This is an optimization exercise on Yosys and OpenROAD, whose aim is small area, not a production implementation. Function was checked by simulation only, so behaviour that the tests miss may differ from the original. The clock input has no modelled driver; a real chip could not lean on it and would need a root buffer or a full tree.

==> module top, before the edit <==
module top(
    input wire clk,
    input wire rstn,
    input wire uart_rx,
    output wire uart_tx,
    input wire [3:0] switches,
    output wire spi_cs,
    output wire spi_dq0,
    input wire spi_dq1,
    output wire spi_dq2,
    output wire spi_dq3,
    output wire spi_sck,
    output wire speaker_mute,
    output wire mclk,
    input wire i2c_scl_i,
    output wire i2c_scl_o,
    output wire i2c_scl_t,
    input wire i2c_sda_i,
    output wire i2c_sda_o,
    output wire i2c_sda_t,
    output wire i2s_lrclk,
    output wire i2s_dacdat,
    input wire i2s_adcdat,
    output wire i2s_bclk,
    output wire [31:0] bram_addra,
    input wire [31:0] bram_douta,
    output wire bram_ena,
    output wire bram_rsta
    );
    wire rst = ~rstn;
    assign speaker_mute = 1'b0;
    assign spi_cs = 1'b1;
    assign spi_dq0 = 1'b0;
    assign spi_dq2 = 1'b0;
    assign spi_dq3 = 1'b0;
    assign spi_sck = 1'b0;
    assign bram_rsta = 1'b0;
    assign bram_ena = 1'b1;
    assign i2c_scl_t = 1'b0;
    assign uart_tx = uart_rx;
    reg [2:0] mj;
    always @(posedge clk) begin
        if (rst) mj <= 3'b000;
        else mj <= {mj[1:0], ~mj[2]};
    end
    assign mclk = mj[2];
    reg [4:0] b;
    reg [1:0] v;
    reg [3:0] u;
    wire b_end = &b;
    wire step = b_end & v[1];            
    wire load = step & (&u[2:0]);        
    wire rise = load & ~u[3];
    always @(posedge clk) begin
        if (rst) begin
            b <= 5'd0;
            v <= 2'd0;
            u <= 4'd0;
        end else begin
            b <= b ^ {&b[3:0], &b[2:0], &b[1:0], b[0], 1'b1};
            v <= v ^ {b_end & (v[1] | v[0]), b_end & ~v[1]};
            u <= u ^ {load, step & u[1] & u[0], step & u[0], step};
        end
    end
    assign i2s_bclk = b[4];
    assign i2s_lrclk = u[3];
    reg [11:0] k;
    wire [11:0] kinc;
    genvar gi;
    assign kinc[0] = rise;
    generate for (gi = 1; gi < 12; gi = gi + 1) begin : kc
        assign kinc[gi] = kinc[gi-1] & k[gi-1];
    end endgenerate
    always @(posedge clk) begin
        if (rst | (rise & (&k[11:7]) & (&k[4:2]))) k <= 12'd0;
        else k <= k ^ kinc;
    end
    assign bram_addra = {20'b0, k[11:2], 2'b0};
    reg [23:0] d;
    always @(posedge clk) begin
        if (load) d <= bram_douta[31:8];
    end
    wire [7:0] col0 = {d[2], d[5], d[8], d[11], d[14], d[17], d[20], d[23]};
    wire [7:0] col1 = {d[1], d[4], d[7], d[10], d[13], d[16], d[19], d[22]};
    wire [7:0] col2 = {d[0], d[3], d[6], d[9], d[12], d[15], d[18], d[21]};
    wire [7:0] col = v[1] ? col2 : (v[0] ? col1 : col0);
    wire dbit = col[u[2:0]];
    reg [3:0] t;
    reg [1:0] s;
    reg [3:0] n;
    wire tail = &s;
    wire h = u[0] ^ t[0] ^ tail;
    wire i2c_done = t[3] & t[0];
    wire hold = i2c_done & n[2];
    wire adv = step & ~hold;
    wire wrap_t = adv & tail & n[3];                         
    wire end_byte = adv & h & ~tail & n[3] & (~s[1] | n[0]);  
    wire inc_n = adv & h & ~(~tail & n[3] & (~s[1] | n[0]));
    wire inc_t = end_byte & s[1];
    always @(posedge clk) begin
        if (rst) begin
            t <= 4'd0;
            s <= 2'd3;
            n <= 4'd7;
        end else begin
            n <= n ^ {(inc_n & n[2] & n[1] & n[0]) | end_byte | wrap_t,
                      inc_n & n[1] & n[0], inc_n & n[0], inc_n | (end_byte & n[0])};
            s <= s ^ {(end_byte & s[0]) | wrap_t, end_byte | wrap_t};
            t <= t ^ {inc_t & t[2] & t[1] & t[0], inc_t & t[1] & t[0], inc_t & t[0], inc_t};
        end
    end
    wire [15:0] w;
    assign w[0] = (t[0] & t[2]) | (t[1]);
    assign w[1] = (t[0] & t[1] & ~t[2]);
    assign w[2] = (~t[0] & t[1]) | (t[1] & ~t[2]);
    assign w[3] = (t[0] & ~t[1] & t[2]);
    assign w[4] = (t[0] & ~t[2]) | (t[1] & ~t[2]);
    assign w[5] = (~t[0] & t[1] & t[2]) | (t[0] & ~t[1] & ~t[2]) | (t[3]);
    assign w[6] = (~t[0] & t[1] & t[2]) | (t[0] & ~t[1] & ~t[2]) | (t[3]);
    assign w[7] = (~t[0] & t[1] & t[2]);
    assign w[8] = (~t[0] & t[1] & t[2]) | (t[0] & t[1] & ~t[2]);
    assign w[9] = (~t[0] & ~t[1] & ~t[3]) | (t[0] & t[1]) | (t[0] & t[2]);
    assign w[10] = (~t[0] & t[1] & t[2]) | (t[0] & ~t[1]) | (~t[1] & ~t[2]);
    assign w[11] = (~t[0] & ~t[2]) | (~t[1]);
    assign w[12] = (~t[0] & ~t[1] & ~t[2] & ~t[3]) | (t[0] & t[1] & t[2]);
    assign w[13] = 1'b0;
    assign w[14] = 1'b0;
    assign w[15] = 1'b0;
    wire [7:0] cur = s[1] ? w[7:0] : (s[0] ? w[15:8] : 8'b00110100);
    wire tbit = cur[~n[2:0]];
    wire scl_w = h | tail;
    wire sdat_w = ~tail & n[3] & ~n[0];
    wire sda_w = ~n[3] & (tail | tbit);
    reg sda_dly;
    always @(posedge clk) sda_dly <= sda_w;
    assign i2c_scl_o = scl_w;
    assign i2c_sda_t = sdat_w;
    assign i2c_sda_o = sda_dly;
    wire valid = (|k) | i2c_done;
    assign i2s_dacdat = switches[0] ? i2s_adcdat : (valid & dbit);
endmodule
==> flow/config.mk <==
export PLATFORM = sky130hd
export DESIGN_NAME = top
export DESIGN_NICKNAME = top
export VERILOG_FILES = /design/flow/design.v
export SDC_FILE = /design/flow/constraint.sdc
export NUM_CORES = 4
export LEC_CHECK = 0
export CAP_MARGIN = 20
export CORE_MARGIN = 2
export CORE_UTILIZATION = 40
export SLEW_MARGIN = 20
==> flow/constraint.sdc <==
create_clock -name core_clock -period 13.5 [get_ports {clk}]
set_input_delay 2.7000 -clock core_clock [delete_from_list [all_inputs] [get_ports {clk}]]
set_output_delay 2.7000 -clock core_clock [all_outputs]
set_load 0.01 [all_outputs]
standard.sh (not shown) runs the stock make flow with config.mk's settings and CLKGATE_MAP_FILE= SYNTH_SCRIPT=/design/flow/synth_recipe.tcl, a recipe that flattens the netlist after the stock synthesis.
==> flow/flow/run.sh <==
#!/bin/bash
set -euo pipefail
export SKIP_REPAIR_TIE_FANOUT=1
export BUFFER_PORTS_ARGS="-buffer_cell sky130_fd_sc_hd__buf_1"
export CLOCK_LEAF_CELL=sky130_fd_sc_hd__clkbuf_8
export CLOCK_LEAVES=4
export PRE_CTS_TCL=$PWD/flow/cts_pre.tcl
bash standard.sh > standard.log 2>&1
Other scripts of this flow, unchanged in this note and not shown: flow/flow/cts_pre.tcl
Rerun with:
--- a/flow/design.v
+++ b/flow/design.v
@@ -92,20 +92,20 @@
     wire tail = &s;
     wire h = u[0] ^ t[0] ^ tail;
     wire i2c_done = t[3] & t[0];
-    wire hold = i2c_done & n[2];
+    wire hold = i2c_done & n[3];
     wire adv = step & ~hold;
-    wire wrap_t = adv & tail & n[3];                         
-    wire end_byte = adv & h & ~tail & n[3] & (~s[1] | n[0]);  
-    wire inc_n = adv & h & ~(~tail & n[3] & (~s[1] | n[0]));
+    wire wrap_t = adv & tail & n[3] & n[0];          
+    wire end_byte = adv & h & n[3] & ~tail;          
+    wire inc_n = adv & h & ~(n[3] & ~tail);
     wire inc_t = end_byte & s[1];
     always @(posedge clk) begin
         if (rst) begin
             t <= 4'd0;
             s <= 2'd3;
-            n <= 4'd7;
+            n <= 4'd8;
         end else begin
             n <= n ^ {(inc_n & n[2] & n[1] & n[0]) | end_byte | wrap_t,
-                      inc_n & n[1] & n[0], inc_n & n[0], inc_n | (end_byte & n[0])};
+                      inc_n & n[1] & n[0], inc_n & n[0], inc_n | wrap_t};
             s <= s ^ {(end_byte & s[0]) | wrap_t, end_byte | wrap_t};
             t <= t ^ {inc_t & t[2] & t[1] & t[0], inc_t & t[1] & t[0], inc_t & t[0], inc_t};
         end
@@ -129,9 +129,10 @@
     assign w[15] = 1'b0;
     wire [7:0] cur = s[1] ? w[7:0] : (s[0] ? w[15:8] : 8'b00110100);
     wire tbit = cur[~n[2:0]];
-    wire scl_w = h | tail;
-    wire sdat_w = ~tail & n[3] & ~n[0];
-    wire sda_w = ~n[3] & (tail | tbit);
+    wire n_zero = ~|n;
+    wire scl_w = h | (tail & ~n_zero);
+    wire sdat_w = ~tail & n[3];
+    wire sda_w = tail ? (~n_zero & ~(n[3] & n[0])) : (~n[3] & tbit);
     reg sda_dly;
     always @(posedge clk) sda_dly <= sda_w;
     assign i2c_scl_o = scl_w;
Result: Routed wire length rose slightly; utilization grows by 0.56 points; die area went up by a few percent; design area grows by a few percent; worst hold slack is about the same; fmax is about the same; global-route usage fell by 0.22 points.
No run of this note takes its clock network from TritonCTS; it comes from the design's own scripts or RTL.

## what the ideal ports hide
Ports are ideal in the flow. The routed layouts listed here were re-timed in OpenROAD. Step 1 assumes that a clkbuf_16 drives the clock port and a buf_2 every other input. Step 2 adds t to the input delays and takes it off the output delays; t is the mean of the earliest and latest rising clock arrival at the registers after step 1. Input paths then give back, and output paths get back, about the clock's delay inside the block. Slacks: no drivers / after step 1 / after step 2; pairs: no drivers / after step 1.
| run | t (ns) | setup slack, ns | worst register clock-pin slew, ns | worst data-port slew with drivers (ns) |
|---|---|---|---|---|
| the first run | 0.208 | 7.500 / 7.479 / 7.479 | 0.10 / 0.10 | 0.06 |
| the second run | 0.212 | 7.484 / 7.461 / 7.461 | 0.10 / 0.10 | 0.06 |
After both steps every run listed still meets setup and hold. For the second run, which loses most, drivers alone change the setup slack by -0.023 ns; drivers and shift together by -0.023 ns.
